Source: an optimization exercise on an open RTL-to-GDS flow (aim: small area, a short achievable clock period and few clock cycles per item). Production flows keep margins and buffers that such runs may drop. Function was not checked in any run shown here: the RTL went through the layout flow alone. No driver is modelled on the clock port, so clocking that relies on it looks cheaper here than on a real chip.

## flow/design.v (module list and top-level ports; edited modules follow where they fit)
// module booth_fsm: 3208 lines
// module lookahead_adder_64: 869 lines
// module mul_fa: 10 lines
// module mul_ha: 9 lines
// module mul_cfa: 9 lines
// module mul_xor: 7 lines
// module mul_maj: 8 lines
// module mul_enc: 10 lines
// module mul_sel: 10 lines
// module mul_sel0: 8 lines
// module mul_pg0: 9 lines
// module mul_gpn: 11 lines
// module mul_gpp: 11 lines
// module mul_aoi21: 8 lines
// module mul_oai21: 8 lines
// module mul_xnor: 7 lines
module booth_fsm
# (parameter DATAWIDTH = 32)
(
  input                        clk,
  input                        rstn,
  input                        en,
  input        [DATAWIDTH-1:0] multiplier,
  input        [DATAWIDTH-1:0] multiplicand,
  output reg                   done,
  output reg [2*DATAWIDTH-1:0] product
);
  // ...
==> flow/flow/run.sh <==
#!/bin/bash
# Own layout flow: the standard ORFS flow with two changes.
#  - ports are buffered with a plain buffer (buf_2) instead of the delay
#    buffer buffer_ports picks by default; every port still gets a buffer;
#  - before floorplanning, combinational cells that synthesis upsized are set
#    back to their smallest drive strength (registers are left alone); the
#    resizer then upsizes only what timing needs.
set -euo pipefail
here=$(pwd)
export BUFFER_PORTS_ARGS="-buffer_cell sky130_fd_sc_hd__buf_2"
export PRE_FLOORPLAN_TCL="$here/flow/downsize.tcl"
bash standard.sh > "$here/standard.log" 2>&1
==> flow/flow/downsize.tcl <==
# Set every combinational cell to the smallest-area cell of the library with
# the same function and pins (registers, clock, tap and tie cells unchanged).
set lib_cells [get_lib_cells */sky130_fd_sc_hd__*]
proc base_name {name} {
  if {[regexp {^(sky130_fd_sc_hd__[a-z0-9]+)_[0-9]+$} $name -> b]} { return $b }
  return ""
}
set area_of [dict create]
set group [dict create]
foreach c $lib_cells {
  set n [get_name $c]
  set b [base_name $n]
  if {$b eq ""} { continue }
  if {[get_property $c dont_use]} { continue }
  dict set area_of $n [get_property $c area]
  dict lappend group $b $n
}
set n_changed 0
foreach inst [get_cells *] {
  set m [get_name [get_lib_cells -of_objects $inst]]
  set b [base_name $m]
  if {$b eq "" || ![dict exists $group $b]} { continue }
  if {[regexp {(df|dl|sdf|edf|clk|conb|tap|fill|decap|buf|inv|probe|lpflow)} $b]} { continue }
  set best $m
  set best_area [dict get $area_of $m]
  foreach cand [dict get $group $b] {
    set a [dict get $area_of $cand]
    if {$a < $best_area || ($a == $best_area && [string match *_1 $cand])} {
      set best $cand
      set best_area $a
    }
  }
  if {$best ne $m} {
    replace_cell $inst $best
    incr n_changed
  }
}
puts "downsize: $n_changed cells set to their smallest drive strength"
==> flow/standard.sh <==
#!/bin/bash
# synth_recipe.tcl (not shown) runs the flow's synth.tcl, then flattens the netlist and writes it again
# the make line also repeats each setting of config.mk as NAME=value (left out here)
make -C /OpenROAD-flow-scripts/flow DESIGN_CONFIG=/design/flow/config.mk WORK_HOME=/design/flow/orfs CLKGATE_MAP_FILE= SYNTH_SCRIPT=/design/flow/synth_recipe.tcl "${@:-finish}"
==> flow/config.mk <==
export PLATFORM = sky130hd
export DESIGN_NAME = booth_fsm
export DESIGN_NICKNAME = booth_fsm
export VERILOG_FILES = /design/flow/design.v
export SDC_FILE = /design/flow/constraint.sdc
export NUM_CORES = 4
export LEC_CHECK = 0
export CAP_MARGIN = 20
export CORE_MARGIN = 2
export CORE_UTILIZATION = 40
export SLEW_MARGIN = 20
export SYNTH_HIERARCHICAL = 1
==> flow/constraint.sdc <==
create_clock -name core_clock -period 6.0 [get_ports {clk}]
set_input_delay 1.2000 -clock core_clock [delete_from_list [all_inputs] [get_ports {clk}]]
set_output_delay 1.2000 -clock core_clock [all_outputs]
set_load 0.01 [all_outputs]
==> flow_metrics.tcl, run 1 <==
set metrics [dict create \
    status "no timing/DRC/antenna violations" \
    topRoutingLayerUsed "met4" \
    slew_headroom 0.589 \
    dpl-instance-area_sq_um 33200 \
    multi_input_area_sq_um 25900 \
    htreeDepth 3 \
    largest_register_ff_count 64 \
    root_buffer "clkbuf_16" \
    grt_util_met1 0.394 \
    use_met3 0.0393 \
    gp_congestion 0.969 \
    cp_top_family "XOR/XNOR gates" \
    pin_count 132 \
    worst-path-max-fanout 8 \
    setup_viol 0 \
    dieWidth_um 257 \
    cts_tree "built" \
    syn_area_sq_um 25700 \
    initialDrtViolationCount 2372 \
    drc_errors 0 \
    largest_class "multi-input gates" \
    grt_pass1_wl_mm 150 \
    drv_slew 0 \
    io_buffer_count 131 \
    clockNetworkAreaShare 0.00832 \
    drt-total-wl_mm 99.3 \
    via_count 26700 \
    hold_buffers 0 \
    min_period_ns 5.87 \
    grt_max_degree 38 \
    die-area_sq_um 66200 \
    inv_count 70 \
    bufAreaShareNonClock 0.191 \
    area_growth_pct 38.9 \
    hold_violations 0 \
    layout_commonest_cell "buf_4" \
    critical_path_class "in2reg" \
]
==> inputs of run 2 (changes only) <==
--- a/flow/flow/run.sh
+++ b/flow/flow/run.sh
@@ -4,9 +4,12 @@
 #    buffer buffer_ports picks by default; every port still gets a buffer;
 #  - before floorplanning, combinational cells that synthesis upsized are set
 #    back to their smallest drive strength (registers are left alone); the
-#    resizer then upsizes only what timing needs.
+#    resizer then upsizes only what timing needs;
+#  - before clock tree synthesis the buffers that timing-driven placement
+#    added are taken out again (flow/rebuffer.tcl).
 set -euo pipefail
 here=$(pwd)
 export BUFFER_PORTS_ARGS="-buffer_cell sky130_fd_sc_hd__buf_2"
 export PRE_FLOORPLAN_TCL="$here/flow/downsize.tcl"
+export PRE_CTS_TCL="$here/flow/rebuffer.tcl"
 bash standard.sh > "$here/standard.log" 2>&1
==> flow/flow/rebuffer.tcl (new file) <==
# Before clock tree synthesis: take out the buffers that timing-driven global
# placement inserted inside the design (port buffers stay), fix slew,
# capacitance and fanout again, and legalize; the repair after clock tree
# synthesis then buffers or sizes only the paths that need it.
set_dont_use $::env(DONT_USE_CELLS)
# the repair after clock tree synthesis aims for some slack, as routed
# wires come out slower than their placement estimates
set ::env(SETUP_SLACK_MARGIN) 0.3
set n 0
set block [ord::get_db_block]
foreach inst [$block getInsts] {
  if {![string match place* [$inst getName]]} { continue }
  set in_it [$inst findITerm A]
  set out_it [$inst findITerm X]
  if {$in_it eq "NULL" || $out_it eq "NULL"} { continue }
  set in_net [$in_it getNet]
  set out_net [$out_it getNet]
  if {[llength [$out_net getBTerms]] > 0} { continue }
  foreach it [$out_net getITerms] {
    if {[$it getInst] eq $inst} { continue }
    $it disconnect
    $it connect $in_net
  }
  $in_it disconnect
  $out_it disconnect
  odb::dbInst_destroy $inst
  odb::dbNet_destroy $out_net
  incr n
}
puts "rebuffer: removed $n placement buffers"
estimate_parasitics -placement
repair_design -cap_margin $::env(CAP_MARGIN) -slew_margin $::env(SLEW_MARGIN)
detailed_placement
==> run 2 against run 1 <==
Still clean on timing, DRC and antenna. Routed wire length rose by 2.9%. Count of clock-buffer cells in the layout did not move. Critical path depth shrank 2. Cell area shrank 8.5%. Die area is the same. Via count down 5.6%. Final cell count decreased by 11%. Setup slack got worse by 0.022 ns. First-iteration DRC count grew 8.1%. Critical path type unchanged. Largest cell class unchanged.
==> flow_metrics.tcl, run 2 <==
set metrics [dict create \
    status "no timing/DRC/antenna violations" \
    via_count 25200 \
    ant_nets 0 \
    slowest_delay_ns 0.42 \
    cp_top_family "XOR/XNOR gates" \
    top_usage_layer "met2" \
    critical-path-slowest-cell "maj3_1" \
    cts_tree "built" \
    layout.cells.most_common_list "565 x xnor2_1, 512 x a22oi_1, 415 x xor2_1" \
    antenna_found_initial 3 \
    avgSynthCellArea_sq_um 8.57 \
    track_usage 0.301 \
    hold_path_class "in2async" \
    core_sq_um 63200 \
    drv_slew 0 \
    die-area_sq_um 66200 \
    cap_violations 0 \
    grt_pass1_vias 25200 \
    cp.arrival_ns 6.13 \
    syn_area_sq_um 25700 \
    grt_overflow 0 \
    cp.required_ns 6.24 \
    die_h_um 257 \
    worst_pin_slew_ns 0.860 \
    num_rows 92 \
    viasPerCell 6.01 \
    drt-total-wl_mm 102 \
    crit_path_frequent_cell "xor2_2" \
    final_nets 3697 \
    path_clk_slew_ns 0.07 \
    initialDrtViolationCount 2565 \
    layout_commonest_cell "xnor2_1" \
    syn-instance-count 2993 \
    use_met3 0.0381 \
    period_share 0.982 \
    setup_viol 0 \
    gr-usage-met2 0.502 \
    drc_errors 0 \
    area_growth_pct 27.1 \
    hold_violations 0 \
    fmax_ghz 0.170 \
    post-route-util 0.516 \
    start_util 0.406 \
    slew_headroom 0.426 \
    io_buffer_count 131 \
    min_period_ns 5.89 \
    grt_setup_unrepaired "yes" \
    largest_register_ff_count 64 \
    dieWidth_um 257 \
    placed_cells 4691 \
    crit_path_start_kind "primary input" \
    drt_pass1_iterations 7 \
    largestRegisters "product x64, done x1" \
    top_register "product" \
    yosysWarnings 7 \
    crit_cells 25 \
    hpwl_mm 82.8 \
    wl_per_cell_um 24.3 \
    grt_util_met1 0.408 \
    fin_cells 4197 \
    grt_pass1_wl_mm 154 \
    cts.sinks 65 \
    cts_buffers 9 \
    drive_gt1_frac 0.220 \
    gp_congestion 0.969 \
    critical_path_class "in2reg" \
    pin_count 132 \
    grt_max_degree 49 \
    worst-path-max-fanout 22 \
    path_buf_inv 4 \
    endpoint_kind "flop" \
    hold_buffers 0 \
]
-- run 2: worst paths after layout --
check	startpoint	to	slack (ns)
hold / removal	rstn	done$_DFF_PN0_	0.61
min in group core_clock	en	done$_DFF_PN0_	0.95
max in group asynchronous	rstn	done$_DFF_PN0_	5.31
setup / recovery	multiplier[9]	product[40]$_DFF_P_	0.11
-- run 2: stage by stage --
step | setup TNS, ns | hold WS (ns) | setup slack (ns) | cell area (sq um)
2_1_floorplan | 0 | 0.904 | 0.266 | 25700
3_3_place_gp | -26.22 | 0.975 | -0.877 | 33200
3_5_place_dp | -29.38 | 0.976 | -0.914 | 33200
4_1_cts | 0 | 0.599 | 0.268 | 32100
5_1_grt | -0.602 | 0.604 | -0.0750 | 32600
6_report | 0 | 0.611 | 0.110 | 32600
-- run 2: repair_timing --
| action | in CTS | in global routing |
|---|---|---|
| gates cloned | 15 | 1 |
| setup buffers | 154 | 12 |
| endpoints found under the setup margin | 52 | 39 |
| pin swaps | 129 | 51 |
| gates resized for setup | 444 | 86 |
-- run 2: layout make-up --
type | instances | area, sq um
timing repair buffer | 331 | 3260
multi-input combinational | 2866 | 26400
antenna | 3 | 7.51
clock buffer | 10 | 229
inverter | 70 | 263
fill | 6018 | 30600
clock inverter | 6 | 67.6
tap | 846 | 1060
sequential | 65 | 1310
-- run 2: routing by layer --
layer  wire length (um)  vias to the layer above
met1              43300                    12600
met5                  0                        -
li1                   -                    11300
met3               7840                      170
met2              48200                     1218
met4               2770                        0
==> inputs of run 3 (changes only) <==
==> flow/flow/run.sh (replaced) <==
#!/bin/bash
# Own layout flow: the standard ORFS flow with three changes.
#  - ports are buffered with a plain buffer (buf_2) instead of the delay
#    buffer buffer_ports picks by default; every port still gets a buffer;
#  - before floorplanning, combinational cells that synthesis upsized are set
#    back to their smallest drive strength (registers are left alone); the
#    resizer then upsizes only what timing needs;
#  - before clock tree synthesis the buffers that timing-driven placement
#    added inside the design are taken out again and only slew, capacitance
#    and fanout are repaired (flow/rebuffer.tcl); the usual timing repair
#    after clock tree synthesis and global routing then does the rest.
# Each ORFS step writes its full log under orfs/logs/; make's output goes to
# standard.log here.
set -euo pipefail
here=$(pwd)
export BUFFER_PORTS_ARGS="-buffer_cell sky130_fd_sc_hd__buf_2"
export PRE_FLOORPLAN_TCL="$here/flow/downsize.tcl"
export PRE_CTS_TCL="$here/flow/rebuffer.tcl"
bash standard.sh > "$here/standard.log" 2>&1
--- a/flow/flow/rebuffer.tcl
+++ b/flow/flow/rebuffer.tcl
@@ -3,9 +3,6 @@
 # capacitance and fanout again, and legalize; the repair after clock tree
 # synthesis then buffers or sizes only the paths that need it.
 set_dont_use $::env(DONT_USE_CELLS)
-# the repair after clock tree synthesis aims for some slack, as routed
-# wires come out slower than their placement estimates
-set ::env(SETUP_SLACK_MARGIN) 0.3
 set n 0
 set block [ord::get_db_block]
 foreach inst [$block getInsts] {
==> run 3 against run 2 <==
Critical path type unchanged. Area after synthesis stayed put. Critical endpoint is now product[26]$_DFF_P_. Setup slack better by 0.021 ns. Non-clock buffer count is 32 lower. Still clean. Sequential share of layout area hardly changed. Utilization is 0.17 points lower.
==> flow_metrics.tcl, run 3 <==
set metrics [dict create \
    syn-instance-count 2993 \
    critical_path_class "in2reg" \
    num_rows 92 \
    grt_util_met1 0.399 \
    syn_area_sq_um 25700 \
    fin_area_sq_um 32500 \
    final.setup.worst_slack_ns 0.132 \
    setup_viol 0 \
    cts_tree "built" \
    grt_pass1_wl_mm 148 \
    grt_setup_unrepaired "yes" \
    via_count 24900 \
    dieWidth_um 257 \
    path_clk_slew_ns 0.06 \
    hold_violations 0 \
    period_share 0.978 \
    cp.required_ns 6.23 \
    worst-path-max-fanout 22 \
    slew_headroom 0.430 \
    multi_input_area_sq_um 26700 \
    drv_slew 0 \
    hold_buffers 0 \
    avgSynthCellArea_sq_um 8.57 \
    min_period_ns 5.87 \
    top_register "product" \
    gr-usage-met2 0.471 \
    dpl-instance-area_sq_um 33200 \
    grt_max_degree 49 \
    area.sequential_sq_um 1310 \
    viasPerCell 5.99 \
    pin_count 132 \
    layout.cells.most_common_list "563 x xnor2_1, 510 x a22oi_1, 393 x xor2_1" \
    start_util 0.406 \
    cap_violations 0 \
    placed_cells 4691 \
    top_usage_layer "met2" \
    drt-total-wl_mm 101 \
    fin_cells 4163 \
    largest_register_ff_count 64 \
    track_usage 0.286 \
    antenna_found_initial 1 \
    endpoint_kind "flop" \
    drt_pass1_iterations 6 \
    io_buffer_count 131 \
    gp_congestion 0.969 \
    core_sq_um 63200 \
    area_growth_pct 26.6 \
    cts_buffers 9 \
    nFillCells 6058 \
    hpwl_mm 82.8 \
    use_met3 0.0321 \
    hold_path_class "in2async" \
    layout_commonest_cell "xnor2_1" \
    largestRegisters "product x64, done x1" \
    wl_per_cell_um 24.2 \
    final_nets 3665 \
    die-area_sq_um 66200 \
    fin_hold_ws_ns 0.607 \
    dp_slack_ns -0.914 \
    worst_pin_slew_ns 0.855 \
    drc_errors 0 \
    fmax_ghz 0.170 \
    cts.sinks 65 \
    crit_path_start_kind "primary input" \
    status "no timing/DRC/antenna violations" \
    ant_nets 0 \
    die_h_um 257 \
    cp.arrival_ns 6.10 \
    grt_pass1_vias 24500 \
    grt_overflow 0 \
    drive_gt1_frac 0.218 \
    initialDrtViolationCount 2258 \
    yosysWarnings 7 \
]
## run 3: through the flow
step / utilization / setup TNS, ns
after floorplan: - / 0
after global placement: 0.526 / -26.22
after detailed placement: 0.526 / -29.38
after CTS: 0.478 / -0.0185
after global routing: 0.514 / -0.616
final: 0.514 / 0
## run 3: worst max-delay path: stages
cell	delay (ns)
buf_16	0.15
nand2b_1	0.20
o21ai_4	0.29
buf_4	0.18
a22oi_1	0.07
xnor2_1	0.23
fa_1	0.47
fa_1	0.39
fa_1	0.51
maj3_1	0.45
xor2_2	0.19
xor2_2	0.20
buf_4	0.17
nand2_1	0.09
o21ai_1	0.12
a21oi_2	0.22
o21ai_1	0.18
a21oi_2	0.27
o21ai_4	0.14
buf_12	0.17
xor2_2	0.19
## run 3: per-layer routing
| metal | wire, um | share of wire |
|---|---|---|
| met3 | 7240 | 0.072 |
| met4 | 2750 | 0.027 |
| met2 | 47400 | 0.47 |
| met5 | 0 | 0 |
| met1 | 43200 | 0.43 |
## run 3: cell type report
class	instances	share of cell area
Multi-Input combinational cell	2866	0.822
Timing Repair Buffer	299	0.0879
Sequential cell	65	0.0402
Tap cell	846	0.0326
Inverter	70	0.00809
Clock buffer	10	0.00705
Clock inverter	6	0.00208
Antenna cell	1	0.0000770
## run 3: final timing paths
kind	start	end
worst min-delay path	rstn	done$_DFF_PN0_
max in group asynchronous	rstn	done$_DFF_PN0_
min in group core_clock	en	done$_DFF_PN0_
worst max-delay path	multiplier[13]	product[26]$_DFF_P_
## run 3: repair_timing
| action | in CTS | in global routing |
|---|---|---|
| buffers inserted | 84 | 53 |
| setup endpoints to repair | 49 | 49 |
| gates resized for setup | 170 | 394 |
| pin swaps | 41 | 118 |
| cloned | 5 | 8 |

-- port drivers added, routing unchanged --
The results above use ideal ports. As a check the final layouts listed here were re-extracted and re-timed, cells and wires unchanged. Step 1, drivers: a clkbuf_16 drives clk and a buf_2 each remaining input, both assumed. Step 2 also shifts input and output timing later by t, the mid clock arrival at the registers, as if the neighbouring blocks saw the same clock. a / b / c = ideal / step 1 / step 2; a / b = the first two.
run | t, ns | setup WS [ns] | hold WS [ns] | worst register clock-pin slew, ns | pins driven straight from the clock port
run 1 | 0.392 | 0.132 / 0.138 / -0.254 | 0.612 / 0.594 / 0.986 | 0.07 / 0.07 | 1
run 2 | 0.390 | 0.110 / -0.122 / -0.512 | 0.611 / 0.595 / 0.985 | 0.07 / 0.07 | 1
run 3 | 0.394 | 0.132 / -0.092 / -0.486 | 0.607 / 0.590 / 0.984 | 0.07 / 0.07 | 1
With both steps, setup timing fails in every run listed, where it was met with ideal ports. The setup slack of run 2, which loses most, moves by -0.232 ns with the drivers and by -0.622 ns with both steps.
